What follows belongs to an exercise in optimizing a design on an open flow for small area; a production flow would make more cautious choices.
In this exercise RTL edits were held to simulation tests only and were not proved equivalent to the original.

==> flow/design.v (outline; a module is shown in full before it is edited, if it fits) <==
// module complex_mult: 1935 lines
module complex_mult
#(
    parameter AWIDTH = 16,
    parameter BWIDTH = 16,
    parameter OUTWIDTH = 33
) (
    input  wire clk,
    input  wire [  AWIDTH-1:0] a_real,
    input  wire [  AWIDTH-1:0] a_imag,
    input  wire [  BWIDTH-1:0] b_real,
    input  wire [  BWIDTH-1:0] b_imag,
    input  wire                 valid,
    output wire [OUTWIDTH-1:0] z_real,
    output wire [OUTWIDTH-1:0] z_imag
);
  // ...
==> flow/flow/run.sh <==
#!/bin/bash
# Standard synthesis, then an inverter clean-up around full adders and XOR gates
# (flow/invopt.py), then the standard layout with 1x port buffers.
set -euo pipefail
R=orfs/results/${FLOW_PLATFORM}/complex_mult/base
bash standard.sh synth > synth.log 2>&1
cp $R/1_2_yosys.v $R/1_2_yosys_std.v
python3 flow/invopt.py $R/1_2_yosys_std.v $R/1_2_yosys.v > invopt.log 2>&1
touch $R/1_2_yosys.v
bash standard.sh BUFFER_PORTS_ARGS="-buffer_cell sky130_fd_sc_hd__buf_1" "CTS_ARGS=-sink_clustering_enable -repair_clock_nets -dont_use_dummy_load -buf_list sky130_fd_sc_hd__clkbuf_4 -sink_clustering_size 10 -sink_clustering_max_diameter 50" "GLOBAL_PLACEMENT_ARGS=-timing_driven_nets_percentage 3" finish > layout.log 2>&1
==> flow/flow/invopt.py <==
#!/usr/bin/env python3
"""Remove inverters around full adders and XOR gates in a flat sky130 Yosys netlist.

A full adder is self-dual: FA(~a,~b,~c) = (~sum, ~cout), so each fa cell may be
flipped (all its pins complemented) without changing the logic.  An XOR gate can
absorb an inversion on any input or on its output by swapping xor2 <-> xnor2.
A greedy search picks flips that minimise the inverters needed; the netlist is
then rewritten with at most one inverter per signal whose complement is used.
Registers and every other cell are kept as they are.
usage: invopt2.py in.v out.v
"""
import re, sys, random
from collections import defaultdict

P = 'sky130_fd_sc_hd__'
INV = {P + 'inv_1', P + 'inv_2', P + 'clkinv_1'}
FA = {P + 'fa_1', P + 'fa_2', P + 'fa_4'}
XOR = {P + 'xor2_1': (P + 'xor2_1', P + 'xnor2_1', 0), P + 'xnor2_1': (P + 'xor2_1', P + 'xnor2_1', 1),
       P + 'xor2_2': (P + 'xor2_2', P + 'xnor2_2', 0), P + 'xnor2_2': (P + 'xor2_2', P + 'xnor2_2', 1),
       P + 'xor3_1': (P + 'xor3_1', P + 'xnor3_1', 0), P + 'xnor3_1': (P + 'xor3_1', P + 'xnor3_1', 1)}
OUTPINS = {'X', 'Y', 'Q', 'Q_N', 'SUM', 'COUT', 'HI', 'LO'}

src = open(sys.argv[1]).read()
mod = re.search(r'^(module\s+\w+\s*\(.*?\);)(.*)^(endmodule)', src, re.S | re.M)
pre, head, body, tail = src[:mod.start()], mod.group(1), mod.group(2), src[mod.start(3):]

cell_re = re.compile(r'^\s*(sky130_fd_sc_hd__\w+)\s+(\\\S+|\S+)\s*\((.*?)\);\n?', re.S | re.M)
pin_re = re.compile(r'\.(\w+)\(\s*(\\\S+\s|[^()\s]+)\s*\)')
cells = []
for mm in cell_re.finditer(body):
    typ, name, pins = mm.groups()
    pm = {p: n.strip() for p, n in pin_re.findall(pins)}
    cells.append([typ, name, pm])
rest = cell_re.sub('', body)

def q(n):
    return n + ' ' if n.startswith('\\') else n

protected = set()   # nets named in assigns or ports: their polarity is fixed
for a in re.findall(r'assign\s+(.*?);', rest, re.S):
    for tok in re.findall(r'\\\S+|[A-Za-z_][\w$]*(?:\[\d+\])?', a):
        protected.add(tok)
ports = set()
for d in re.findall(r'^\s*(?:input|output)\b([^;]*);', rest, re.M):
    for tok in re.findall(r'[A-Za-z_]\w*', d.split(']')[-1]):
        ports.add(tok)
def is_port_net(n):
    return n.split('[')[0] in ports or n in protected

drv = {}
for i, (typ, name, pm) in enumerate(cells):
    for p, n in pm.items():
        if p in OUTPINS:
            drv[n] = i
isinv = [c[0] in INV for c in cells]
isfa = [c[0] in FA for c in cells]
isxor = [c[0] in XOR for c in cells]

def resolve(n):
    i = drv.get(n)
    if i is not None and isinv[i] and not is_port_net(n):
        return cells[i][2]['A'], 1
    return n, 0

# loads of each base signal: (cell, pin, w0); w0 = 1 if it currently reads the complement
loads = defaultdict(list)
for i, (typ, name, pm) in enumerate(cells):
    if isinv[i] and not is_port_net(pm['Y']):
        continue
    for p, n in pm.items():
        if p in OUTPINS:
            continue
        b, w = resolve(n)
        loads[b].append((i, p, w))

flip = [0] * len(cells)       # FA: all pins complemented; XOR: output complemented
pinned = set()
for i, (typ, name, pm) in enumerate(cells):
    if isfa[i] or isxor[i]:
        for p, n in pm.items():
            if p in OUTPINS and is_port_net(n):
                pinned.add(i)

def dpol(b):
    i = drv.get(b)
    return flip[i] if i is not None and (isfa[i] or isxor[i]) else 0

def need(b):
    d = dpol(b)
    for (i, p, w) in loads[b]:
        if isxor[i]:
            continue
        wf = w ^ (flip[i] if isfa[i] else 0)
        if wf != d:
            return 1
    return 0

touch = defaultdict(set)
for b, ls in loads.items():
    for (i, p, w) in ls:
        touch[i].add(b)
for b in loads:
    i = drv.get(b)
    if i is not None:
        touch[i].add(b)

before = sum(need(b) for b in loads)
cand = [i for i in range(len(cells)) if (isfa[i] or isxor[i]) and i not in pinned]
best_flip, best = list(flip), before
random.seed(1)
for restart in range(int(sys.argv[3]) if len(sys.argv) > 3 else 8):
    if restart:
        flip = list(best_flip)
        for i in random.sample(cand, len(cand) // 10):
            flip[i] ^= 1
    changed = True
    while changed:
        changed = False
        order = cand[:]
        random.shuffle(order)
        for i in order:
            bs = touch[i]
            c0 = sum(need(b) for b in bs)
            flip[i] ^= 1
            c1 = sum(need(b) for b in bs)
            if c1 < c0 or (c1 == c0 and random.random() < 0.3):
                changed = changed or c1 < c0
            else:
                flip[i] ^= 1
    tot = sum(need(b) for b in loads)
    if tot < best:
        best, best_flip = tot, list(flip)
flip = best_flip
print(f'inverters: {sum(isinv)} in netlist, {before} signals needing a complement -> {best}', file=sys.stderr)

# rewrite
compl = {}
newcells = []
def comp_net(b):
    if b not in compl:
        nm = f'_invopt_{len(compl)}_'
        compl[b] = nm
        newcells.append((P + 'inv_1', nm + 'i', {'A': b, 'Y': nm}))
    return compl[b]

out = []
for i, (typ, name, pm) in enumerate(cells):
    if isinv[i] and not is_port_net(pm['Y']):
        continue
    npm = {}
    par = 0
    for p, n in pm.items():
        if p in OUTPINS:
            npm[p] = n
            continue
        b, w = resolve(n)
        d = dpol(b)
        if isxor[i]:
            npm[p] = b
            par ^= w ^ d          # reads b^d physically, wanted b^w
        else:
            wf = w ^ (flip[i] if isfa[i] else 0)
            npm[p] = b if wf == d else comp_net(b)
    if isxor[i]:
        xt, xnt, inv0 = XOR[typ]
        # wanted out = xor(inputs wanted) ^ inv0; physical output = wanted ^ flip
        typ = xnt if (inv0 ^ par ^ flip[i]) else xt
        opin = 'Y' if 'xnor2' in typ else 'X'
        onet = npm.pop('X', None) or npm.pop('Y')
        npm[opin] = onet
    out.append((typ, name, npm))

lines = [f'  wire {n};' for n in compl.values()]
for typ, name, pm in newcells + out:
    pins = ', '.join(f'.{p}({q(n)})' for p, n in pm.items())
    lines.append(f'  {typ} {q(name)} ({pins});')
open(sys.argv[2], 'w').write(pre + head + rest + '\n'.join(lines) + '\n' + tail)
==> flow/standard.sh <==
#!/bin/bash
# synth_recipe.tcl (not shown) runs the flow's synth.tcl, then flattens the netlist and writes it again
# the make line also repeats each setting of config.mk as NAME=value (left out here)
make -C /OpenROAD-flow-scripts/flow DESIGN_CONFIG=/design/flow/config.mk WORK_HOME=/design/flow/orfs CLKGATE_MAP_FILE= SYNTH_SCRIPT=/design/flow/synth_recipe.tcl "${@:-finish}"
==> flow/config.mk <==
export PLATFORM = sky130hd
export DESIGN_NAME = complex_mult
export DESIGN_NICKNAME = complex_mult
export VERILOG_FILES = /design/flow/design.v
export SDC_FILE = /design/flow/constraint.sdc
export NUM_CORES = 4
export LEC_CHECK = 0
export ABC_AREA = 1
export CAP_MARGIN = 20
export CORE_MARGIN = 2
export CORE_UTILIZATION = 65
export CTS_BUF_LIST = sky130_fd_sc_hd__clkbuf_4
export SLEW_MARGIN = 20
==> flow/constraint.sdc <==
create_clock -name core_clock -period 7.0 [get_ports {clk}]
set_input_delay 1.4000 -clock core_clock [delete_from_list [all_inputs] [get_ports {clk}]]
set_output_delay 1.4000 -clock core_clock [all_outputs]
set_load 0.01 [all_outputs]
==> qor.yml, run 1 <==
worst_setup_path:
  cp_top_family: "adder cells"
  crit_cells: 16
  ff2ff_path_depth: 16
  cp_cell_sequence: "inv_1 -> fa_1 -> fa_1 -> fa_1 -> fa_1 -> fa_1 -> fa_1 -> fa_1 -> fa_1 -> fa_1 -> fa_1 -> fa_1 -> fa_1 -> fa_1 -> fa_1 -> fa_1"
die:
  start_util: 0.6573
  core.rowCount: 79
  ios: 132
global_routing:
  gr-usage-met3: 0.05966
  use_met2: 0.4996
  grt_pass1_wl_mm: 121.4
  grt_overflow_total: 0
  first_global_vias: 20660
  track_usage: 0.3408
placed_design:
  port_buffers: 131
  placed_cell_area_um2: 32160
  dp_cells: 3418
timing:
  max_freq_ghz: 0.1459
  holdWs_ns: 0.2689
  final-hold-violation-count: 0
  rsz0062_at_grt: "yes"
  layout_setup_ws_ns: 0.1446
  drv_slew: 0
status:
  status: "no timing/DRC/antenna violations"
layout:
  n_fill_cell: 3350
  register_area_um2: 10310
  final_util: 0.7047
  fin_cells: 3485
  area_growth_pct: 7.211
  multi_input_cells: 1761
  nClkBuffers: 60
  largest_register_ffs: 33
drt:
  drtAntennaViolNets: 0
  drt-total-wl_mm: 80.84
  vias_per_cell: 5.938
clock_tree:
  post_cts_resized: 0
  holdBufCountCts: 0
  cts_inserted_buffers: 60
  h-tree-depth: 2
min_path:
  holdPathEnd: "bi5[10]"
==> run 2: changes to the inputs <==
==> flow/flow/run.sh (replaced) <==
#!/bin/bash
# Standard synthesis, then an inverter clean-up around full adders and XOR gates
# (flow/invopt.py), then the standard layout with 1x port buffers.
set -euo pipefail
R=orfs/results/${FLOW_PLATFORM}/complex_mult/base
bash standard.sh synth > synth.log 2>&1
cp $R/1_2_yosys.v $R/1_2_yosys_std.v
python3 flow/invopt.py $R/1_2_yosys_std.v $R/1_2_yosys.v > invopt.log 2>&1
touch $R/1_2_yosys.v
bash standard.sh BUFFER_PORTS_ARGS="-buffer_cell sky130_fd_sc_hd__buf_1" "CTS_ARGS=-sink_clustering_enable -repair_clock_nets -dont_use_dummy_load -buf_list sky130_fd_sc_hd__clkbuf_4 -sink_clustering_size 10 -sink_clustering_max_diameter 50" "GLOBAL_PLACEMENT_ARGS=-timing_driven_repair_tns_end_percent 0" finish > layout.log 2>&1
==> run 2 against run 1 <==
- core utilization down 0.25 points
- global-route usage is 0.40 points higher
- non-clock buffer count shrank 13
- routed wire length increased by 0.64%
- sequential share of layout area up 0.11 points
- final cell count shrank 0.37%
==> qor.yml, run 2 <==
status:
  status: "no timing/DRC/antenna violations"  # unchanged
die:
  core_area_um2: 46460  # unchanged
  core.rowCount: 79  # unchanged
  ios: 132  # unchanged
  chipHeight_um: 220.7  # unchanged
  start_util: 0.6573  # unchanged
  die_width_um: 220.7  # unchanged
  dieArea_um2: 48730  # unchanged
timing:
  fin_crit_ns: 6.810  # was 6.855 ns
  max_freq_ghz: 0.1468  # was 0.1459 GHz
  final-hold-violation-count: 0  # unchanged
  finClkSkew_ns: 0.1175  # was 0.1410 ns
  period_share: 0.9729  # was 0.9794
  worstMarginPinSlew_ns: 0.8128  # was 0.7924 ns
  setup_viol: 0  # unchanged
  slew_headroom: 0.4542  # was 0.4710
  setup-tns-final_ns: 0  # unchanged
  drv_slew: 0  # unchanged
  rsz0062_at_grt: "no"  # was yes
  holdWs_ns: 0.2507  # was 0.2689 ns
global_routing:
  track_usage: 0.3448  # was 0.3408
  antenna_found_initial: 3  # unchanged
  grt_pass1_wl_mm: 123.2  # was 121.4 mm
  grt_max_degree: 65  # unchanged
  grt_overflow_total: 0  # unchanged
  first_global_vias: 21280  # was 20660
min_path:
  hold_path.class: "reg2reg"  # unchanged
  min_path_cells: 0  # unchanged
  hold_path_startpoint: "br4[11]"  # was bi4[10]
  holdPathEnd: "br5[11]"  # was bi5[10]
layout:
  top_register: "zi7"  # unchanged
  largest_register_ffs: 33  # unchanged
  top_regs: "zi7: 33 flops, zr7: 32 flops"  # unchanged
  layout-drive-gt1-share: 0.09116  # was 0.09461
  n_fill_cell: 3371  # was 3350
  final_common_cell: "fa_1"  # unchanged
  fin_nets: 3484  # was 3496
  final_cell_mix: "fa_1, dfxtp_1, o22ai_1, xor2_1, inv_1"  # unchanged
  fin_cells: 3472  # was 3485
  final_util: 0.7022  # was 0.7047
  area_growth_pct: 6.835  # was 7.211%
clock_tree:
  insertion_delay_ns: 0.87  # was 0.86 ns
  clk_pin_slew_ns: 0.10  # about the same
  root_buffer: "clkbuf_4"  # unchanged
  cts_inserted_buffers: 61  # was 60
  cts_tree: "built"  # unchanged
  h-tree-depth: 2  # unchanged
  clock_sinks: 483  # unchanged
  cts_buffer_depth: 3  # unchanged
logic_synthesis:
  ys.warnings.count: 1  # unchanged
  synth_area_um2: 30540  # unchanged
  synth_nets: 3299  # unchanged
  avgSynthCellArea_um2: 11.39  # unchanged
  postSynthCellCount: 2680  # unchanged
placed_design:
  port_buffers: 131  # unchanged
  dpl.hpwl_mm: 66.43  # was 66.27 mm
  place.gp.congestion: 0.9981  # was 0.9755
  dp_cells: 3409  # was 3418
worst_setup_path:
  cp-end-kind: "flip-flop"  # unchanged
  timing.rr.start: "br5[0]"  # was br5[1]
  worst_ep_arrival_time_ns: 7.46  # was 7.58 ns
  crit_fanout: 3  # unchanged
  required_ns: 7.65  # was 7.72 ns
  reg2reg_to: "ps2[15]"  # unchanged
  ff2ff_path_depth: 17  # was 16
  worstSetupPathType: "reg2reg"  # unchanged
  r2r_slack_ns: 0.19  # was 0.14 ns
  startpoint_type: "flip-flop"  # unchanged
drt:
  drtAntennaViolNets: 0  # unchanged
  vias_per_cell: 5.890  # was 5.938
  drc: 0  # unchanged
  drt-total-wl_mm: 81.36  # was 80.84 mm
  vias: 20450  # was 20690
  routedWlPerCell_um: 23.43  # was 23.20 µm
  drtIter0Drc: 1717  # was 2255
  first_pass_iters: 6  # was 8
flow_run:
  maxCapViolCount: 0  # unchanged
[run 2: final cells by class]
class | count | area, µm² | area share
multi-input cells | 1761 | 18450 | 0.5654
flip-flops and latches | 483 | 10310 | 0.3162
repair buffers | 273 | 1570 | 0.04813
inverters | 285 | 1070 | 0.03279
well taps | 607 | 759.5 | 0.02328
clock buffers | 61 | 457.9 | 0.01404
diodes | 2 | 5.005 | 0.0001534
[run 2: worst max path at each step]
stage	end	start	cells after the start
global placement	zr7[31]	br6[3]	27
detailed placement	zr7[31]	br6[3]	26
finish	ps2[15]	br5[0]	17
floorplan	zr7[31]	br6[9]	27
CTS	zr7[31]	br6[3]	26
global route	zr7[31]	br6[1]	26
[run 2: repair_timing]
| action | CTS | global route |
|---|---|---|
| buffers inserted | 0 | 0 |
| resized for setup | 0 | 26 |
| setup endpoints to repair | 0 | 11 |
| hold buffers | 0 | 0 |
[run 2: metrics by stage]
step	setup WS, ns	area (µm²)
after global routing	0.01576	32620
after CTS	0.1457	32540
final	0.1898	32620
after global placement	0.1975	32080
after floorplan	0.6129	30540
after detailed placement	0.1611	32080
[run 2: worst max-delay path, cell delays in order, from the launching register on]
cell and delay (ns):
dfxtp_2 0.38, ha_1 0.15, inv_1 0.05, fa_1 0.38
fa_1 0.40, fa_1 0.40, fa_1 0.39, fa_1 0.43
fa_1 0.40, fa_1 0.39, fa_1 0.38, fa_1 0.39
fa_1 0.41, fa_1 0.40, fa_1 0.41, fa_1 0.42
fa_1 0.42, fa_1 0.46
[run 2: routing by layer]
layer	vias to the layer above	wire [µm]	track usage
met5	-	11	0
met4	2	6477	0.2351
met3	225	6904	0.06667
met2	1074	35490	0.5115
met1	10020	32480	0.4621
li1	9128	-	-
==> run 3: changes to the inputs <==
==> flow/flow/run.sh (replaced) <==
#!/bin/bash
# Standard synthesis, then an inverter clean-up around full adders and XOR gates
# (flow/invopt.py), then the standard layout with 1x port buffers.
set -euo pipefail
R=orfs/results/${FLOW_PLATFORM}/complex_mult/base
bash standard.sh synth > synth.log 2>&1
cp $R/1_2_yosys.v $R/1_2_yosys_std.v
python3 flow/invopt.py $R/1_2_yosys_std.v $R/1_2_yosys.v > invopt.log 2>&1
touch $R/1_2_yosys.v
bash standard.sh BUFFER_PORTS_ARGS="-buffer_cell sky130_fd_sc_hd__buf_1" "CTS_ARGS=-sink_clustering_enable -repair_clock_nets -dont_use_dummy_load -buf_list sky130_fd_sc_hd__clkbuf_4 -sink_clustering_size 10 -sink_clustering_max_diameter 50" finish > layout.log 2>&1
--- a/flow/config.mk
+++ b/flow/config.mk
@@ -10,4 +10,5 @@
 export CORE_MARGIN = 2
-export CORE_UTILIZATION = 65
+export CORE_UTILIZATION = 58
 export CTS_BUF_LIST = sky130_fd_sc_hd__clkbuf_4
+export PLACE_DENSITY = 0.6
 export SLEW_MARGIN = 20
==> run 3 against run 2 <==
- still clean on timing, DRC and antenna
- critical path depth shrank 1
- final cell count grew 2.6%
- via count grew 1.5%
==> qor.yml, run 3 <==
clock_tree:
  cts_buffer_depth: 3  # unchanged
  root_buffer: "clkbuf_4"  # unchanged
  insertion_delay_ns: 0.88  # was 0.87 ns
  clock_sinks: 483  # unchanged
  cts_inserted_buffers: 57  # was 61
  clk_pin_slew_ns: 0.11  # was 0.10 ns
  h-tree-depth: 2  # unchanged
  cts_tree: "built"  # unchanged
  holdBufCountCts: 0  # unchanged
global_routing:
  grt_max_degree: 65  # unchanged
  grt_overflow_total: 0  # unchanged
  antenna_found_initial: 5  # was 3
  grt_pass1_wl_mm: 129.5  # was 123.2 mm
  first_global_vias: 21140  # was 21280
  track_usage: 0.3284  # was 0.3448
logic_synthesis:
  synth_nets: 3299  # unchanged
  postSynthCellCount: 2680  # unchanged
  avgSynthCellArea_um2: 11.39  # unchanged
  synth_area_um2: 30540  # unchanged
  ys.warnings.count: 1  # unchanged
layout:
  final_cell_mix: "fa_1, dfxtp_1, o22ai_1, xor2_1, inv_1"  # unchanged
  largest_register_ffs: 33  # unchanged
  top_register: "zi7"  # unchanged
  fin_cells: 3561  # was 3472
  area_growth_pct: 7.617  # was 6.835%
  layout-drive-gt1-share: 0.09686  # was 0.09116
  final_common_cell: "fa_1"  # unchanged
  top_regs: "zi7: 33 flops, zr7: 32 flops"  # unchanged
  fin_nets: 3491  # was 3484
  n_fill_cell: 4281  # was 3371
drt:
  first_pass_iters: 9  # was 6
  vias: 20770  # was 20450
  drc: 0  # unchanged
  routedWlPerCell_um: 24.51  # was 23.43 µm
  drt-total-wl_mm: 87.29  # was 81.36 mm
  vias_per_cell: 5.831  # was 5.890
  drtAntennaViolNets: 0  # unchanged
  drtIter0Drc: 2023  # was 1717
timing:
  layout_setup_ws_ns: 0.1425  # was 0.1898 ns
  fin_crit_ns: 6.858  # was 6.810 ns
  worstMarginPinSlew_ns: 0.8128  # about the same
  final-hold-violation-count: 0  # unchanged
  setup_viol: 0  # unchanged
  period_share: 0.9796  # was 0.9729
  max_freq_ghz: 0.1458  # was 0.1468 GHz
  slew_headroom: 0.4524  # was 0.4542
  drv_slew: 0  # unchanged
  finClkSkew_ns: 0.1488  # was 0.1175 ns
worst_setup_path:
  timing.rr.start: "bi5[0]"  # was br5[0]
  cp_top_family: "adder cells"  # unchanged
  r2r_slack_ns: 0.14  # was 0.19 ns
  cp_cell_sequence: "ha_1 -> fa_1 -> fa_1 -> fa_1 -> fa_1 -> fa_1 -> fa_1 -> fa_1 -> fa_1 -> fa_1 -> fa_1 -> fa_1 -> fa_1 -> fa_1 -> fa_1 -> fa_1"  # was ha_1 -> inv_1 -> fa_1 -> fa_1 -> fa_1 -> fa_1 -> fa_1 -> fa_1 -> fa_1 -> fa_1 -> fa_1 -> fa_1 -> fa_1 -> fa_1 -> fa_1 -> fa_1 -> fa_1
  crit_slowest_cell: "fa_1"  # unchanged
  startpoint_type: "flip-flop"  # unchanged
  worst_ep_arrival_time_ns: 7.59  # was 7.46 ns
  required_ns: 7.73  # was 7.65 ns
  cp-startpoint: "bi5[0]"  # was br5[0]
  crit_fanout: 2  # was 3
  crit_buf_inv: 0  # was 1
  cp-end-kind: "flip-flop"  # unchanged
  cp_common_cell: "fa_1"  # unchanged
  critPathMaxStageDelay_ns: 0.45  # was 0.46 ns
  worstSetupPathType: "reg2reg"  # unchanged
die:
  ios: 132  # unchanged
  core.rowCount: 84  # was 79
  core_area_um2: 52340  # was 46460 µm²
  dieArea_um2: 54500  # was 48730 µm²
  chipHeight_um: 233.5  # was 220.7 µm
  start_util: 0.5834  # was 0.6573
  die_width_um: 233.5  # was 220.7 µm
min_path:
  hold_path.class: "reg2reg"  # unchanged
  hold_path_startpoint: "bi3[6]"  # was br4[11]
placed_design:
  place.gp.congestion: 1.009  # was 0.9981
  dp_slack_ns: -0.0001634  # was 0.1611 ns
  port_buffers: 131  # unchanged
  dpl.hpwl_mm: 72.32  # was 66.43 mm
  dp_cells: 3501  # was 3409
flow_run:
  maxCapViolCount: 0  # unchanged
status:
  status: "no timing/DRC/antenna violations"  # unchanged
## run 3: per-stage QoR
| step | cell area, µm² | hold WS [ns] | setup TNS [ns] | util |
|---|---|---|---|---|
| 2_1_floorplan | 30540 | 0.3096 | 0 | - |
| 3_3_place_gp | 32280 | 0.3096 | 0 | 0.6167 |
| 3_5_place_dp | 32280 | 0.3121 | -0.0001634 | 0.6167 |
| 4_1_cts | 32710 | 0.2543 | 0 | 0.6249 |
| 5_1_grt | 32860 | 0.2781 | -0.0003002 | 0.6278 |
| 6_report | 32860 | 0.2617 | 0 | 0.6278 |
## run 3: worst paths after layout
kind | to | depth (start not counted)
max reg2reg | ps3[15] | 16
min reg2reg | bi4[6] | 0
min | bi4[6] | 0
max | ps3[15] | 16
## run 3: timing repair
| action | in CTS | in global routing |
|---|---|---|
| setup endpoints to repair | 1 | 11 |
| cloned | 0 | 0 |
| setup buffers | 0 | 0 |
| resized for setup | 1 | 43 |
| pin swaps | 0 | 7 |
## run 3: per-layer routing
| layer | GRT usage | routed length [µm] | vias up | part of all wire |
|---|---|---|---|---|
| met2 | 0.5183 | 39950 | 1089 | 0.46 |
| met3 | 0.06714 | 8115 | 208 | 0.093 |
| met5 | 0 | 43 | - | 0.00049 |
| met1 | 0.4438 | 34950 | 10330 | 0.40 |
| li1 | - | - | 9130 | - |
| met4 | 0.1384 | 4239 | 6 | 0.049 |
## run 3: area by class of cell
cell class | instances | area, µm² | share of cell area
Multi-Input combinational cell | 1761 | 18510 | 0.5632
Sequential cell | 483 | 10320 | 0.3141
Timing Repair Buffer | 284 | 1665 | 0.05068
Inverter | 285 | 1070 | 0.03255
Tap cell | 688 | 860.8 | 0.02620
Clock buffer | 57 | 427.9 | 0.01302
Antenna cell | 3 | 7.507 | 0.0002284
==> run 4: changes to the inputs <==
--- a/flow/config.mk
+++ b/flow/config.mk
@@ -10,5 +10,4 @@
 export CORE_MARGIN = 2
-export CORE_UTILIZATION = 58
+export CORE_UTILIZATION = 65
 export CTS_BUF_LIST = sky130_fd_sc_hd__clkbuf_4
-export PLACE_DENSITY = 0.6
 export SLEW_MARGIN = 20
==> run 4 against run 3 <==
- still clean on timing, DRC and antenna
- sequential share of layout area grew 0.21 points
- die area shrank 11%
- synthesized area is the same
- critical path depth grew 1
- setup slack gained 0.047 ns
- critical path type unchanged
==> qor.yml, run 4 <==
worst_setup_path:
  worstSetupPathType: "reg2reg"  # unchanged
  critPathMaxStageDelay_ns: 0.46  # was 0.45 ns
  required_ns: 7.65  # was 7.73 ns
  crit_fanout: 3  # was 2
  cp_common_cell: "fa_1"  # unchanged
  timing.rr.start: "br5[0]"  # was bi5[0]
  cp_cell_sequence: "ha_1 -> inv_1 -> fa_1 -> fa_1 -> fa_1 -> fa_1 -> fa_1 -> fa_1 -> fa_1 -> fa_1 -> fa_1 -> fa_1 -> fa_1 -> fa_1 -> fa_1 -> fa_1 -> fa_1"  # was ha_1 -> fa_1 -> fa_1 -> fa_1 -> fa_1 -> fa_1 -> fa_1 -> fa_1 -> fa_1 -> fa_1 -> fa_1 -> fa_1 -> fa_1 -> fa_1 -> fa_1 -> fa_1
  r2r_slack_ns: 0.19  # was 0.14 ns
  worst_ep_arrival_time_ns: 7.46  # was 7.59 ns
  startpoint_type: "flip-flop"  # unchanged
  cp-end-kind: "flip-flop"  # unchanged
  reg2reg_to: "ps2[15]"  # was ps3[15]
  crit_slowest_cell: "fa_1"  # unchanged
  ff2ff_path_depth: 17  # was 16
clock_tree:
  root_buffer: "clkbuf_4"  # unchanged
  cts_inserted_buffers: 61  # was 57
  cts_setup_buffers: 0  # unchanged
  insertion_delay_ns: 0.87  # was 0.88 ns
  cts_tree: "built"  # unchanged
  h-tree-depth: 2  # unchanged
  clk_pin_slew_ns: 0.10  # was 0.11 ns
  clock_sinks: 483  # unchanged
  cts_buffer_depth: 3  # unchanged
placed_design:
  dp_cells: 3409  # was 3501
  place.gp.congestion: 0.9981  # was 1.009
  placed_cell_area_um2: 32080  # was 32280 µm²
  dpl.hpwl_mm: 66.43  # was 72.32 mm
  port_buffers: 131  # unchanged
die:
  ios: 132  # unchanged
  dieArea_um2: 48730  # was 54500 µm²
  core_area_um2: 46460  # was 52340 µm²
  core.rowCount: 79  # was 84
  start_util: 0.6573  # was 0.5834
  chipHeight_um: 220.7  # was 233.5 µm
  die_width_um: 220.7  # was 233.5 µm
global_routing:
  grt_overflow_total: 0  # unchanged
  first_global_vias: 21280  # was 21140
  grt_pass1_wl_mm: 123.2  # was 129.5 mm
  antenna_found_initial: 3  # was 5
  track_usage: 0.3448  # was 0.3284
  grt_max_degree: 65  # unchanged
layout:
  area_growth_pct: 6.835  # was 7.617%
  fin_area_um2: 32620  # was 32860 µm²
  final_common_cell: "fa_1"  # unchanged
  top_register: "zi7"  # unchanged
  top_regs: "zi7: 33 flops, zr7: 32 flops"  # unchanged
  final_cell_mix: "fa_1, dfxtp_1, o22ai_1, xor2_1, inv_1"  # unchanged
  largest_register_ffs: 33  # unchanged
  layout-drive-gt1-share: 0.09116  # was 0.09686
  fin_cells: 3472  # was 3561
  fin_nets: 3484  # was 3491
timing:
  setup_viol: 0  # unchanged
  period_share: 0.9729  # was 0.9796
  rsz0062_at_grt: "no"
  drv_slew: 0  # unchanged
  worstMarginPinSlew_ns: 0.8128  # about the same
  finClkSkew_ns: 0.1175  # was 0.1488 ns
  final-hold-violation-count: 0  # unchanged
  max_freq_ghz: 0.1468  # was 0.1458 GHz
  slew_headroom: 0.4542  # was 0.4524
  setup-tns-final_ns: 0  # unchanged
  holdWs_ns: 0.2507  # was 0.2617 ns
  fin_crit_ns: 6.810  # was 6.858 ns
flow_run:
  maxCapViolCount: 0  # unchanged
drt:
  drc: 0  # unchanged
  drt-total-wl_mm: 81.36  # was 87.29 mm
  drtAntennaViolNets: 0  # unchanged
  first_pass_iters: 6  # was 9
  vias: 20450  # was 20770
  vias_per_cell: 5.890  # was 5.831
  drtIter0Drc: 1717  # was 2023
  routedWlPerCell_um: 23.43  # was 24.51 µm
logic_synthesis:
  synth_area_um2: 30540  # unchanged
  postSynthCellCount: 2680  # unchanged
  synth_nets: 3299  # unchanged
  avgSynthCellArea_um2: 11.39  # unchanged
  ys.warnings.count: 1  # unchanged
min_path:
  holdPathEnd: "br5[11]"  # was bi4[6]
  hold_path.class: "reg2reg"  # unchanged
  hold_path_startpoint: "br4[11]"  # was bi3[6]
  min_path_cells: 0  # unchanged
status:
  status: "no timing/DRC/antenna violations"  # unchanged
run 4: how the worst max path moves through the flow:
stage / end / from
after CTS: zr7[31] / br6[3]
after global routing: zr7[31] / br6[1]
final: ps2[15] / br5[0]
after detailed placement: zr7[31] / br6[3]
after global placement: zr7[31] / br6[3]
after floorplan: zr7[31] / br6[9]
run 4: timing repair:
action / in CTS / in global routing
resized for setup: 0 / 26
hold buffers: 0 / 0
endpoints found under the setup margin: 0 / 11
run 4: area by class of cell:
type,count,area [µm²]
Multi-Input combinational cell,1761,18450
Fill cell,3371,13830
Sequential cell,483,10310
Timing Repair Buffer,273,1570
Inverter,285,1070
Tap cell,607,759.5
Clock buffer,61,457.9
Antenna cell,2,5.005
run 4: per-stage QoR:
step | util | worst slack (ns)
2_1_floorplan | - | 0.6129
3_3_place_gp | 0.6906 | 0.1975
3_5_place_dp | 0.6906 | 0.1611
4_1_cts | 0.7005 | 0.1457
5_1_grt | 0.7022 | 0.01576
6_report | 0.7022 | 0.1898
run 4: routing by layer:
layer  vias to the layer above  GRT usage  part of all wire
li1                       9128          -                 -
met1                     10020     0.4621              0.40
met2                      1074     0.5115              0.44
met3                       225    0.06667             0.085
met4                         2     0.2351             0.080
met5                         -          0           0.00014
run 4: worst max-delay path: cells and delay by family, from the launching register on:
| kind | cells | cell delay [ns] |
|---|---|---|
| fa+ha+maj | 16 | 6.23 |
| flops | 1 | 0.38 |
| buf+inv | 1 | 0.05 |
==> run 5: changes to the inputs <==
--- a/flow/config.mk
+++ b/flow/config.mk
@@ -12,2 +12,3 @@
 export CTS_BUF_LIST = sky130_fd_sc_hd__clkbuf_4
+export PLACE_DENSITY = 0.72
 export SLEW_MARGIN = 20
==> run 5 against run 4 <==
- still clean
- sequential share of layout area increased by 0.065 points
- fmax increased by 0.22%
- critical endpoint unchanged
==> qor.yml, run 5 <==
status:
  status: "no timing/DRC/antenna violations"  # unchanged
logic_synthesis:
  ys.warnings.count: 1  # unchanged
  avgSynthCellArea_um2: 11.39  # unchanged
  synth_nets: 3299  # unchanged
  postSynthCellCount: 2680  # unchanged
  synth_area_um2: 30540  # unchanged
layout:
  area_growth_pct: 6.589  # was 6.835%
  largest_register_ffs: 33  # unchanged
  fin_cells: 3465  # was 3472
  top_register: "zi7"  # unchanged
  final_util: 0.7006  # was 0.7022
  top_regs: "zi7: 33 flops, zr7: 32 flops"  # unchanged
  final_common_cell: "fa_1"  # unchanged
  final_cell_mix: "fa_1, dfxtp_1, o22ai_1, xor2_1, inv_1"  # unchanged
  fin_area_um2: 32550  # was 32620 µm²
  fin_nets: 3476  # was 3484
  layout-drive-gt1-share: 0.08616  # was 0.09116
placed_design:
  dp_slack_ns: 0.1008  # was 0.1611 ns
  dp_cells: 3401  # was 3409
  place.gp.congestion: 0.9974  # was 0.9981
  port_buffers: 131  # unchanged
  placed_cell_area_um2: 32020  # was 32080 µm²
  dpl.hpwl_mm: 65.61  # was 66.43 mm
drt:
  drc: 0  # unchanged
  drtIter0Drc: 1902  # was 1717
  first_pass_iters: 6  # unchanged
  vias_per_cell: 5.885  # was 5.890
  vias: 20390  # was 20450
  drt-total-wl_mm: 79.10  # was 81.36 mm
  drtAntennaViolNets: 0  # unchanged
  routedWlPerCell_um: 22.83  # was 23.43 µm
worst_setup_path:
  worst_ep_arrival_time_ns: 7.55  # was 7.46 ns
  crit_slowest_cell: "fa_2"  # was fa_1
  worstSetupPathType: "reg2reg"  # unchanged
  required_ns: 7.75  # was 7.65 ns
  r2r_slack_ns: 0.20  # was 0.19 ns
  cp-end-kind: "flip-flop"  # unchanged
  cp_top_family: "adder cells"  # unchanged
  startpoint_type: "flip-flop"  # unchanged
  cp_cell_sequence: "ha_1 -> inv_1 -> fa_1 -> fa_1 -> fa_1 -> fa_1 -> fa_1 -> fa_1 -> fa_1 -> fa_1 -> fa_1 -> fa_1 -> fa_1 -> fa_1 -> fa_1 -> fa_1 -> fa_2"  # was ha_1 -> inv_1 -> fa_1 -> fa_1 -> fa_1 -> fa_1 -> fa_1 -> fa_1 -> fa_1 -> fa_1 -> fa_1 -> fa_1 -> fa_1 -> fa_1 -> fa_1 -> fa_1 -> fa_1
  crit_fanout: 3  # unchanged
  crit_buf_inv: 1  # unchanged
  critPathMaxStageDelay_ns: 0.59  # was 0.46 ns
  cp_common_cell: "fa_1"  # unchanged
global_routing:
  first_global_vias: 20990  # was 21280
  grt_overflow_total: 0  # unchanged
  track_usage: 0.3387  # was 0.3448
  grt_pass1_wl_mm: 121.2  # was 123.2 mm
  antenna_found_initial: 2  # was 3
  grt_max_degree: 65  # unchanged
die:
  die_width_um: 220.7  # unchanged
  start_util: 0.6573  # unchanged
  dieArea_um2: 48730  # unchanged
  chipHeight_um: 220.7  # unchanged
  ios: 132  # unchanged
  core.rowCount: 79  # unchanged
  core_area_um2: 46460  # unchanged
timing:
  finClkSkew_ns: 0.06770  # was 0.1175 ns
  setup_viol: 0  # unchanged
  period_share: 0.9708  # was 0.9729
  slew_headroom: 0.5083  # was 0.4542
  worstMarginPinSlew_ns: 0.7375  # was 0.8128 ns
  layout_setup_ws_ns: 0.2045  # was 0.1898 ns
  final-hold-violation-count: 0  # unchanged
  drv_slew: 0  # unchanged
  rsz0062_at_grt: "yes"  # was no
  holdWs_ns: 0.2768  # was 0.2507 ns
  max_freq_ghz: 0.1472  # was 0.1468 GHz
  fin_crit_ns: 6.795  # was 6.810 ns
clock_tree:
  h-tree-depth: 2  # unchanged
  insertion_delay_ns: 0.85  # was 0.87 ns
  cts_buffer_depth: 3  # unchanged
  root_buffer: "clkbuf_4"  # unchanged
  clock_sinks: 483  # unchanged
  cts_tree: "built"  # unchanged
  cts_setup_buffers: 0  # unchanged
  cts_inserted_buffers: 61  # unchanged
  clk_pin_slew_ns: 0.11  # was 0.10 ns
min_path:
  hold_path.class: "reg2reg"  # unchanged
flow_run:
  maxCapViolCount: 0  # unchanged
## run 5: cell types whose count changed in the layout (fill, tap and decap cells not counted), sizes merged
cell / before / now
diode: 2 / 3
buf: 272 / 264
inv: 285 / 284
clkinvlp: 0 / 1
## run 5: worst reg2reg max path: stages, from the launching register on
cell and delay [ns]:
dfxtp_2 0.41, ha_1 0.17, inv_1 0.05, fa_1 0.37, fa_1 0.39, fa_1 0.39
fa_1 0.39, fa_1 0.39, fa_1 0.41, fa_1 0.41, fa_1 0.39, fa_1 0.39
fa_1 0.39, fa_1 0.40, fa_1 0.40, fa_1 0.40, fa_1 0.41, fa_2 0.59
## run 5: timing repair
action / 4_1_cts / 5_1_grt
hold buffers: 0 / 0
gates resized for setup: 0 / 17
endpoints found under the setup margin: 0 / 7
## run 5: metrics by stage
stage / setup TNS [ns]
6_report: 0
5_1_grt: -0.02732
4_1_cts: 0
3_5_place_dp: 0
3_3_place_gp: 0
2_1_floorplan: 0
## run 5: final timing paths
path	end	start	cells after the start
worst max-delay path	ps2[15]	br5[0]	17
worst min-delay path	ai4[6]	ai3[6]	0
worst max register to register	ps2[15]	br5[0]	17
worst min register to register	ai4[6]	ai3[6]	0
## run 5: area by class of cell
type                    instances  area [µm²]
multi-input cells            1761       18440
fillers                      3502       13910
flip-flops and latches        483       10310
repair buffers                265        1499
inverters                     285        1074
well taps                     607       759.5
clock buffers                  61       457.9
diodes                          3       7.507
## run 5: per-layer routing
metal / track usage / share of wire
met4: 0.1676 / 0.058
met3: 0.06763 / 0.091
met1: 0.4564 / 0.39
met5: 0 / 0
met2: 0.5279 / 0.46
==> run 6: changes to the inputs <==
--- a/flow/flow/invopt.py
+++ b/flow/flow/invopt.py
@@ -9,3 +9,3 @@
 Registers and every other cell are kept as they are.
-usage: invopt2.py in.v out.v
+usage: invopt.py in.v out.v [unused] [annealing steps]
 """
@@ -110,24 +110,37 @@
 random.seed(1)
-for restart in range(int(sys.argv[3]) if len(sys.argv) > 3 else 8):
-    if restart:
-        flip = list(best_flip)
-        for i in random.sample(cand, len(cand) // 10):
+import math
+cur = before
+# simulated annealing over flips with the exact inverter count
+T = 2.0
+steps = int(sys.argv[4]) if len(sys.argv) > 4 else 2000000
+for k in range(steps):
+    i = random.choice(cand)
+    bs = touch[i]
+    c0 = sum(need(b) for b in bs)
+    flip[i] ^= 1
+    c1 = sum(need(b) for b in bs)
+    d = c1 - c0
+    if d <= 0 or random.random() < math.exp(-d / T):
+        cur += d
+        if cur < best:
+            best, best_flip = cur, list(flip)
+    else:
+        flip[i] ^= 1
+    T = max(0.05, 2.0 * (1 - k / steps))
+# final greedy polish
+flip = list(best_flip)
+changed = True
+while changed:
+    changed = False
+    for i in cand:
+        bs = touch[i]
+        c0 = sum(need(b) for b in bs)
+        flip[i] ^= 1
+        c1 = sum(need(b) for b in bs)
+        if c1 < c0:
+            changed = True
+        else:
             flip[i] ^= 1
-    changed = True
-    while changed:
-        changed = False
-        order = cand[:]
-        random.shuffle(order)
-        for i in order:
-            bs = touch[i]
-            c0 = sum(need(b) for b in bs)
-            flip[i] ^= 1
-            c1 = sum(need(b) for b in bs)
-            if c1 < c0 or (c1 == c0 and random.random() < 0.3):
-                changed = changed or c1 < c0
-            else:
-                flip[i] ^= 1
-    tot = sum(need(b) for b in loads)
-    if tot < best:
-        best, best_flip = tot, list(flip)
+best_flip = list(flip)
+best = sum(need(b) for b in loads)
 flip = best_flip
==> run 6 against run 5 <==
- die area fell by 1.2%
- clock skew rose by 0.096 ns
- still clean on timing, DRC and antenna
- highest routed layer is now met5
- core utilization rose by 0.82 points
==> qor.yml, run 6 <==
logic_synthesis:
  avgSynthCellArea_um2: 11.69  # was 11.39 µm²
  ys.warnings.count: 1  # unchanged
  synth_nets: 3200  # was 3299
  postSynthCellCount: 2581  # was 2680
  synth_area_um2: 30160  # was 30540 µm²
worst_setup_path:
  crit_slowest_cell: "fa_1"  # was fa_2
  critPathMaxStageDelay_ns: 0.45  # was 0.59 ns
  cp_top_family: "adder cells"  # unchanged
  crit_fanout: 2  # was 3
  cp-startpoint: "ar5[0]"  # was br5[0]
  required_ns: 7.61  # was 7.75 ns
  cp-end-kind: "flip-flop"  # unchanged
  reg2reg_to: "ps1[15]"  # was ps2[15]
  cp_cell_sequence: "ha_1 -> fa_1 -> fa_1 -> fa_1 -> fa_1 -> fa_1 -> fa_1 -> fa_1 -> fa_1 -> fa_1 -> fa_1 -> fa_1 -> fa_1 -> fa_1 -> fa_1 -> fa_1"  # was ha_1 -> inv_1 -> fa_1 -> fa_1 -> fa_1 -> fa_1 -> fa_1 -> fa_1 -> fa_1 -> fa_1 -> fa_1 -> fa_1 -> fa_1 -> fa_1 -> fa_1 -> fa_1 -> fa_2
  endpoint: "ps1[15]"  # was ps2[15]
  cp_common_cell: "fa_1"  # unchanged
  crit_cells: 16  # was 17
  timing.rr.start: "ar5[0]"  # was br5[0]
  ff2ff_path_depth: 16  # was 17
  crit_buf_inv: 0  # was 1
  worst_ep_arrival_time_ns: 7.43  # was 7.55 ns
  worstSetupPathType: "reg2reg"  # unchanged
  r2r_slack_ns: 0.17  # was 0.20 ns
  startpoint_type: "flip-flop"  # unchanged
global_routing:
  grt_pass1_wl_mm: 124.7  # was 121.2 mm
  grt_max_degree: 54  # was 65
  grt_overflow_total: 0  # unchanged
  track_usage: 0.3545  # was 0.3387
  first_global_vias: 21160  # was 20990
  antenna_found_initial: 3  # was 2
timing:
  setup_viol: 0  # unchanged
  max_freq_ghz: 0.1465  # was 0.1472 GHz
  period_share: 0.9753  # was 0.9708
  final-hold-violation-count: 0  # unchanged
  layout_setup_ws_ns: 0.1731  # was 0.2045 ns
  finClkSkew_ns: 0.1640  # was 0.06770 ns
  drv_slew: 0  # unchanged
  worstMarginPinSlew_ns: 0.7718  # was 0.7375 ns
  slew_headroom: 0.4849  # was 0.5083
  fin_crit_ns: 6.827  # was 6.795 ns
  rsz0062_at_grt: "yes"  # unchanged
die:
  chipHeight_um: 219.4  # was 220.7 µm
  dieArea_um2: 48150  # was 48730 µm²
  start_util: 0.6618  # was 0.6573
  core_area_um2: 45580  # was 46460 µm²
  ios: 132  # unchanged
  core.rowCount: 78  # was 79
  die_width_um: 219.4  # was 220.7 µm
drt:
  drtAntennaViolNets: 0  # unchanged
  routedWlPerCell_um: 24.51  # was 22.83 µm
  first_pass_iters: 8  # was 6
  drt-total-wl_mm: 82.55  # was 79.10 mm
  drc: 0  # unchanged
  drtIter0Drc: 2312  # was 1902
  vias: 20640  # was 20390
  vias_per_cell: 6.127  # was 5.885
clock_tree:
  clock_sinks: 483  # unchanged
  cts_buffer_depth: 3  # unchanged
  cts_inserted_buffers: 61  # unchanged
  clk_pin_slew_ns: 0.11  # about the same
  h-tree-depth: 2  # unchanged
  insertion_delay_ns: 0.88  # was 0.85 ns
  root_buffer: "clkbuf_4"  # unchanged
  cts_tree: "built"  # unchanged
min_path:
  hold_path.class: "reg2reg"  # unchanged
placed_design:
  place.gp.congestion: 1.005  # was 0.9974
  dp_slack_ns: 0.07407  # was 0.1008 ns
  dpl.hpwl_mm: 67.04  # was 65.61 mm
  dp_cells: 3298  # was 3401
  port_buffers: 131  # unchanged
status:
  status: "no timing/DRC/antenna violations"  # unchanged
layout:
  final_common_cell: "fa_1"  # unchanged
  final_cell_mix: "fa_1, dfxtp_1, o22ai_1, xnor2_1, inv_1"  # was fa_1, dfxtp_1, o22ai_1, xor2_1, inv_1
  fin_nets: 3387  # was 3476
  fin_cells: 3368  # was 3465
  top_regs: "zi7: 33 flops, zr7: 32 flops"  # unchanged
  largest_register_ffs: 33  # unchanged
  top_register: "zi7"  # unchanged
  layout-drive-gt1-share: 0.09617  # was 0.08616
  area_growth_pct: 7.097  # was 6.589%
flow_run:
  maxCapViolCount: 0  # unchanged
-- run 6: worst min path at each step --
stage                    to    start  cells after the start  slack (ns)
CTS                 ar4[11]  ar3[11]                      0        0.21
global placement     ar3[4]   ar2[4]                      0        0.31
finish              ar4[11]  ar3[11]                      0        0.19
global route         ai3[6]   ai2[6]                      0        0.23
floorplan            ai3[0]   ai2[0]                      0        0.31
detailed placement   ai3[3]   ai2[3]                      0        0.31
-- run 6: what timing repair did --
action	4_1_cts	5_1_grt
pin swaps	0	1
buffers inserted	0	7
hold buffers	0	0
cloned	0	0
setup endpoints to repair	1	10
gates resized for setup	1	32
endpoints found under the hold margin	0	0
-- run 6: layer usage --
metal  vias to the layer above  wire length [µm]  track usage
met5                         -                18            0
li1                       8942                 -            -
met1                     10170             31530       0.4759
met3                       251              8392      0.06694
met2                      1275             36960       0.5421
met4                         2              5638       0.2074
-- run 6: layout make-up --
| cell class | instances | area (µm²) |
|---|---|---|
| flip-flops and latches | 483 | 10320 |
| diodes | 2 | 5.005 |
| inverters | 186 | 705.7 |
| clock buffers | 61 | 457.9 |
| multi-input cells | 1761 | 18480 |
| fillers | 3252 | 13270 |
| well taps | 600 | 750.7 |
| repair buffers | 275 | 1590 |
-- run 6: metrics by stage --
step	TNS (ns)	cell area (µm²)	utilization	hold slack, ns
2_1_floorplan	0	30160	-	0.3096
3_3_place_gp	0	31670	0.6948	0.3097
3_5_place_dp	0	31670	0.6948	0.3121
4_1_cts	0	32130	0.7049	0.2071
5_1_grt	-0.06670	32300	0.7088	0.2267
6_report	0	32300	0.7088	0.1941
==> run 7: changes to the inputs <==
--- a/flow/flow/invopt.py
+++ b/flow/flow/invopt.py
@@ -6,3 +6,3 @@
 absorb an inversion on any input or on its output by swapping xor2 <-> xnor2.
-A greedy search picks flips that minimise the inverters needed; the netlist is
+Simulated annealing picks flips that minimise the inverters needed; the netlist is
 then rewritten with at most one inverter per signal whose complement is used.
==> run 7 against run 6 <==
- first-iteration DRC count stayed put
- register-to-register slack about the same
- setup slack is the same
- final cell count stayed put
- worst hold slack stayed put
- count of clock-buffer cells in the layout stayed put
- core utilization unchanged
- routed wire length did not move
- highest routed layer unchanged
==> qor.yml, run 7 <==
status:
  status: "no timing/DRC/antenna violations"  # unchanged
die:
  start_util: 0.6618  # unchanged
  ios: 132  # unchanged
  core_area_um2: 45580  # unchanged
  die_width_um: 219.4  # unchanged
  chipHeight_um: 219.4  # unchanged
  dieArea_um2: 48150  # unchanged
  core.rowCount: 78  # unchanged
timing:
  holdWs_ns: 0.1941  # unchanged
  setup_viol: 0  # unchanged
  period_share: 0.9753  # unchanged
  slew_headroom: 0.4849  # unchanged
  final-hold-violation-count: 0  # unchanged
  drv_slew: 0  # unchanged
  fin_crit_ns: 6.827  # unchanged
  finClkSkew_ns: 0.1640  # unchanged
  max_freq_ghz: 0.1465  # unchanged
  rsz0062_at_grt: "yes"  # unchanged
  worstMarginPinSlew_ns: 0.7718  # unchanged
layout:
  final_cell_mix: "fa_1, dfxtp_1, o22ai_1, xnor2_1, inv_1"  # unchanged
  layout-drive-gt1-share: 0.09617  # unchanged
  multiInputGateArea_um2: 18480  # unchanged
  register_area_um2: 10320  # unchanged
  fin_nets: 3387  # unchanged
  final_util: 0.7088  # unchanged
  top_register: "zi7"  # unchanged
  area_growth_pct: 7.097  # unchanged
  n_fill_cell: 3252  # unchanged
  top_regs: "zi7: 33 flops, zr7: 32 flops"  # unchanged
  largest_register_ffs: 33  # unchanged
  final_common_cell: "fa_1"  # unchanged
  fin_cells: 3368  # unchanged
logic_synthesis:
  avgSynthCellArea_um2: 11.69  # unchanged
  postSynthCellCount: 2581  # unchanged
  synth_nets: 3200  # unchanged
  ys.warnings.count: 1  # unchanged
  synth_area_um2: 30160  # unchanged
worst_setup_path:
  timing.rr.start: "ar5[0]"  # unchanged
  r2r_slack_ns: 0.17  # about the same
  crit_fanout: 2  # unchanged
  startpoint_type: "flip-flop"  # unchanged
  required_ns: 7.61  # about the same
  cp-startpoint: "ar5[0]"  # unchanged
  cp-end-kind: "flip-flop"  # unchanged
  worst_ep_arrival_time_ns: 7.43  # about the same
  worstSetupPathType: "reg2reg"  # unchanged
drt:
  drtIter0Drc: 2312  # unchanged
  first_pass_iters: 8  # unchanged
  route.top_layer_used: "met5"  # unchanged
  routedWlPerCell_um: 24.51  # unchanged
  drc: 0  # unchanged
  drt-total-wl_mm: 82.55  # unchanged
  wl_met1_mm: 31.53  # unchanged
  vias: 20640  # unchanged
  route.met3.wl_mm: 8.392  # unchanged
  met2_length_mm: 36.96  # unchanged
  vias_per_cell: 6.127  # unchanged
  drtAntennaViolNets: 0  # unchanged
min_path:
  hold_path_startpoint: "ar3[11]"  # unchanged
  hold_path.class: "reg2reg"  # unchanged
clock_tree:
  h-tree-depth: 2  # unchanged
  insertion_delay_ns: 0.88  # about the same
  cts_buffer_depth: 3  # unchanged
  clk_pin_slew_ns: 0.11  # about the same
  cts_tree: "built"  # unchanged
  clock_sinks: 483  # unchanged
  root_buffer: "clkbuf_4"  # unchanged
  cts_inserted_buffers: 61  # unchanged
global_routing:
  grt_pass1_wl_mm: 124.7  # unchanged
  track_usage: 0.3545  # unchanged
  antenna_found_initial: 3  # unchanged
  first_global_vias: 21160  # unchanged
  grt_overflow_total: 0  # unchanged
  grt_max_degree: 54  # unchanged
placed_design:
  place.gp.congestion: 1.005  # unchanged
  dpl.hpwl_mm: 67.04  # unchanged
  dp_cells: 3298  # unchanged
  port_buffers: 131  # unchanged
flow_run:
  maxCapViolCount: 0  # unchanged
[run 7: final timing paths]
check	end	cells past startpoint
worst max-delay path	ps1[15]	16
worst min-delay path	ar4[11]	0
worst max register to register	ps1[15]	16
worst min register to register	ar4[11]	0
[run 7: per-layer routing]
layer	vias up	track usage
met2	1275	0.5421
met1	10170	0.4759
li1	8942	-
met5	-	0
met4	2	0.2074
met3	251	0.06694
[run 7: through the flow]
| step | cell area [µm²] | setup WS, ns | setup TNS (ns) |
|---|---|---|---|
| after floorplan | 30160 | 0.5296 | 0 |
| after global placement | 31670 | 0.1316 | 0 |
| after detailed placement | 31670 | 0.07407 | 0 |
| after CTS | 32130 | 0.02493 | 0 |
| after global routing | 32300 | -0.06670 | -0.06670 |
| final | 32300 | 0.1731 | 0 |
[run 7: critical path, stage by stage, from the launching register on]
cell	delay [ns]
dfxtp_1	0.36
ha_1	0.22
fa_1	0.38
fa_1	0.40
fa_1	0.40
fa_1	0.39
fa_1	0.39
fa_1	0.38
fa_1	0.40
fa_1	0.39
fa_1	0.39
fa_1	0.40
fa_1	0.39
fa_1	0.40
fa_1	0.40
fa_1	0.42
fa_1	0.45
[run 7: area by class of cell]
class	instances	share of cell area
Sequential cell	483	0.3195
Multi-Input combinational cell	1761	0.5719
Timing Repair Buffer	275	0.04923
Tap cell	600	0.02324
Inverter	186	0.02184
Clock buffer	61	0.01418
Antenna cell	2	0.0001549
[run 7: repair_timing]
action	4_1_cts	5_1_grt
endpoints found under the setup margin	1	10
cloned	0	0
hold buffers	0	0
setup buffers	0	7
pin swaps	0	1
endpoints found under the hold margin	0	0
resized for setup	1	32
==> run 8: changes to the inputs <==
--- a/flow/config.mk
+++ b/flow/config.mk
@@ -12,3 +12,3 @@
 export CTS_BUF_LIST = sky130_fd_sc_hd__clkbuf_4
-export PLACE_DENSITY = 0.72
+export PLACE_DENSITY = 0.8
 export SLEW_MARGIN = 20
==> run 8 against run 7 <==
- still clean on timing, DRC and antenna
- setup slack improved by 0.022 ns
- routed wire length decreased by 0.61%
- sequential cell count is the same
- fmax increased by 0.33%
- synthesized cell count stayed put
- clock skew is 0.045 ns lower
==> qor.yml, run 8 <==
worst_setup_path:
  timing.rr.start: "ps1[8]"  # was ar5[0]
  crit_buf_inv: 2  # was 0
  required_ns: 7.71  # was 7.61 ns
  startpoint_type: "flip-flop"  # unchanged
  cp-end-kind: "flip-flop"  # unchanged
  critPathMaxStageDelay_ns: 0.55  # was 0.45 ns
  worst_ep_arrival_time_ns: 7.51  # was 7.43 ns
  cp_cell_sequence: "inv_1 -> buf_4 -> o22ai_1 -> xor2_1 -> fa_1 -> fa_1 -> fa_1 -> fa_1 -> ha_2 -> fa_1 -> fa_1 -> ha_1 -> a21oi_1 -> o21ai_0 -> a21oi_1 -> nand2_2 -> nand2_1 -> nand2_1 -> nand2_1 -> nand2_1 -> fa_1 -> xor2_1 -> xnor2_1"  # was ha_1 -> fa_1 -> fa_1 -> fa_1 -> fa_1 -> fa_1 -> fa_1 -> fa_1 -> fa_1 -> fa_1 -> fa_1 -> fa_1 -> fa_1 -> fa_1 -> fa_1 -> fa_1
  worstSetupPathType: "reg2reg"  # unchanged
  crit_slowest_cell: "fa_1"  # unchanged
  cp_common_cell: "fa_1"  # unchanged
  crit_fanout: 9  # was 2
  ff2ff_path_depth: 23  # was 16
  reg2reg_to: "zr7[31]"  # was ps1[15]
  cp_top_family: "adder cells"  # unchanged
  r2r_slack_ns: 0.20  # was 0.17 ns
layout:
  final_common_cell: "fa_1"  # unchanged
  fin_cells: 3366  # was 3368
  largest_register_ffs: 33  # unchanged
  final_cell_mix: "fa_1, dfxtp_1, o22ai_1, xnor2_1, inv_1"  # unchanged
  area_growth_pct: 7.031  # was 7.097%
  top_register: "zi7"  # unchanged
  layout-drive-gt1-share: 0.09374  # was 0.09617
  top_regs: "zi7: 33 flops, zr7: 32 flops"  # unchanged
  fin_nets: 3384  # was 3387
drt:
  drtIter0Drc: 2226  # was 2312
  drt-total-wl_mm: 82.05  # was 82.55 mm
  first_pass_iters: 6  # was 8
  vias_per_cell: 6.155  # was 6.127
  vias: 20720  # was 20640
  routedWlPerCell_um: 24.37  # was 24.51 µm
  drc: 0  # unchanged
  drtAntennaViolNets: 0  # unchanged
timing:
  drv_slew: 0  # unchanged
  setup_viol: 0  # unchanged
  worstMarginPinSlew_ns: 0.8941  # was 0.7718 ns
  setup-tns-final_ns: 0  # unchanged
  slew_headroom: 0.4031  # was 0.4849
  final-hold-violation-count: 0  # unchanged
  max_freq_ghz: 0.1470  # was 0.1465 GHz
  fin_crit_ns: 6.805  # was 6.827 ns
  period_share: 0.9721  # was 0.9753
  finClkSkew_ns: 0.1192  # was 0.1640 ns
min_path:
  min_path_cells: 0  # unchanged
  holdPathEnd: "ai5[9]"  # was ar4[11]
  hold_path.class: "reg2reg"  # unchanged
  hold_path_startpoint: "ai4[9]"  # was ar3[11]
global_routing:
  grt_overflow_total: 0  # unchanged
  grt_max_degree: 65  # was 54
  track_usage: 0.3544  # was 0.3545
  first_global_vias: 21540  # was 21160
  grt_pass1_wl_mm: 125.4  # was 124.7 mm
  antenna_found_initial: 2  # was 3
die:
  dieArea_um2: 48150  # unchanged
  core.rowCount: 78  # unchanged
  chipHeight_um: 219.4  # unchanged
  core_area_um2: 45580  # unchanged
  die_width_um: 219.4  # unchanged
  start_util: 0.6618  # unchanged
  ios: 132  # unchanged
placed_design:
  dp_cells: 3302  # was 3298
  dpl.hpwl_mm: 66.86  # was 67.04 mm
  port_buffers: 131  # unchanged
  place.gp.congestion: 0.9936  # was 1.005
clock_tree:
  h-tree-depth: 2  # unchanged
  cts_inserted_buffers: 61  # unchanged
  root_buffer: "clkbuf_4"  # unchanged
  cts_buffer_depth: 3  # unchanged
  insertion_delay_ns: 0.85  # was 0.88 ns
  cts_tree: "built"  # unchanged
  clk_pin_slew_ns: 0.10  # was 0.11 ns
  holdBufCountCts: 0  # unchanged
  clock_sinks: 483  # unchanged
flow_run:
  maxCapViolCount: 0  # unchanged
status:
  status: "no timing/DRC/antenna violations"  # unchanged
logic_synthesis:
  synth_area_um2: 30160  # unchanged
  postSynthCellCount: 2581  # unchanged
  synth_nets: 3200  # unchanged
  ys.warnings.count: 1  # unchanged
  avgSynthCellArea_um2: 11.69  # unchanged
==> run 8: cell count changes in the layout (fill, tap and decap cells not counted), sizes merged <==
| cell | delta |
|---|---|
| buf | -3 |
| clkinvlp | -2 |
| diode | +1 |
| inv | +2 |
==> run 8: how the worst max path moves through the flow <==
stage	cells after the start	startpoint	slack, ns	end
5_1_grt	25	br6[9]	-0.05	zr7[31]
3_3_place_gp	17	br5[1]	0.29	ps2[16]
4_1_cts	24	br6[1]	0.13	zr7[31]
6_report	23	ps1[8]	0.20	zr7[31]
2_1_floorplan	27	br6[9]	0.53	zr7[31]
3_5_place_dp	25	br6[7]	0.18	zr7[31]
==> run 8: final cells by class <==
cell class | count | area, µm²
Fill cell | 3245 | 13290
Sequential cell | 483 | 10310
Antenna cell | 3 | 7.507
Clock buffer | 61 | 457.9
Inverter | 186 | 698.2
Tap cell | 600 | 750.7
Multi-Input combinational cell | 1761 | 18490
Timing Repair Buffer | 272 | 1572
==> run 8: through the flow <==
stage            util  instance area, µm²  setup slack, ns  hold WS [ns]
6_report       0.7084               32280           0.1954        0.2690
5_1_grt        0.7084               32280         -0.04684        0.3027
4_1_cts        0.7058               32170           0.1253        0.2885
3_5_place_dp   0.6957               31710           0.1827        0.3121
3_3_place_gp   0.6957               31710           0.2941        0.3098
2_1_floorplan       -               30160           0.5296        0.3096
==> run 8: metal layers <==
layer,GRT usage,share of wire,vias up
met5,0,0,-
met4,0.2257,0.075,0
met3,0.06819,0.095,286
met2,0.5419,0.45,1235
met1,0.4673,0.38,10270
li1,-,-,8927
==> run 8: what timing repair did <==
item                       in CTS  in global routing
setup endpoints to repair       0                  6
resized for setup               0                 30
setup buffers                   0                  0

static timing again, ports no longer ideal:
In the flow no input, the clock included, has a driving cell. The finished layouts below were timed again as built, in two steps. Step 1 assumes that a clkbuf_16 drives the clock port and a buf_2 every other input. Step 2, shift: input delay + t, output delay - t, t = (earliest + latest rising clock arrival at the registers) / 2. This alone moves slack from input paths to output paths. Three values: ideal, step 1, step 2; two values: the first two.
run | t, ns | setup WS [ns] | hold WS [ns] | worst slew at a driven data input, ns | pins driven straight from the clock port
run 1 | 0.849 | 0.145 / 0.145 / 0.145 | 0.269 / 0.269 / 0.269 | 0.04 | 1
run 2 | 0.865 | 0.190 / 0.190 / 0.190 | 0.251 / 0.251 / 0.251 | 0.04 | 1
run 3 | 0.860 | 0.142 / 0.142 / 0.142 | 0.262 / 0.262 / 0.262 | 0.06 | 1
run 4 | 0.865 | 0.190 / 0.190 / 0.190 | 0.251 / 0.251 / 0.251 | 0.04 | 1
run 5 | 0.859 | 0.205 / 0.205 / 0.205 | 0.277 / 0.277 / 0.277 | 0.06 | 1
run 6 | 0.855 | 0.173 / 0.173 / 0.173 | 0.194 / 0.194 / 0.194 | 0.06 | 1
run 7 | 0.855 | 0.173 / 0.173 / 0.173 | 0.194 / 0.194 / 0.194 | 0.06 | 1
run 8 | 0.846 | 0.195 / 0.195 / 0.195 | 0.269 / 0.269 / 0.269 | 0.05 | 1
After both steps every run listed still meets setup and hold.
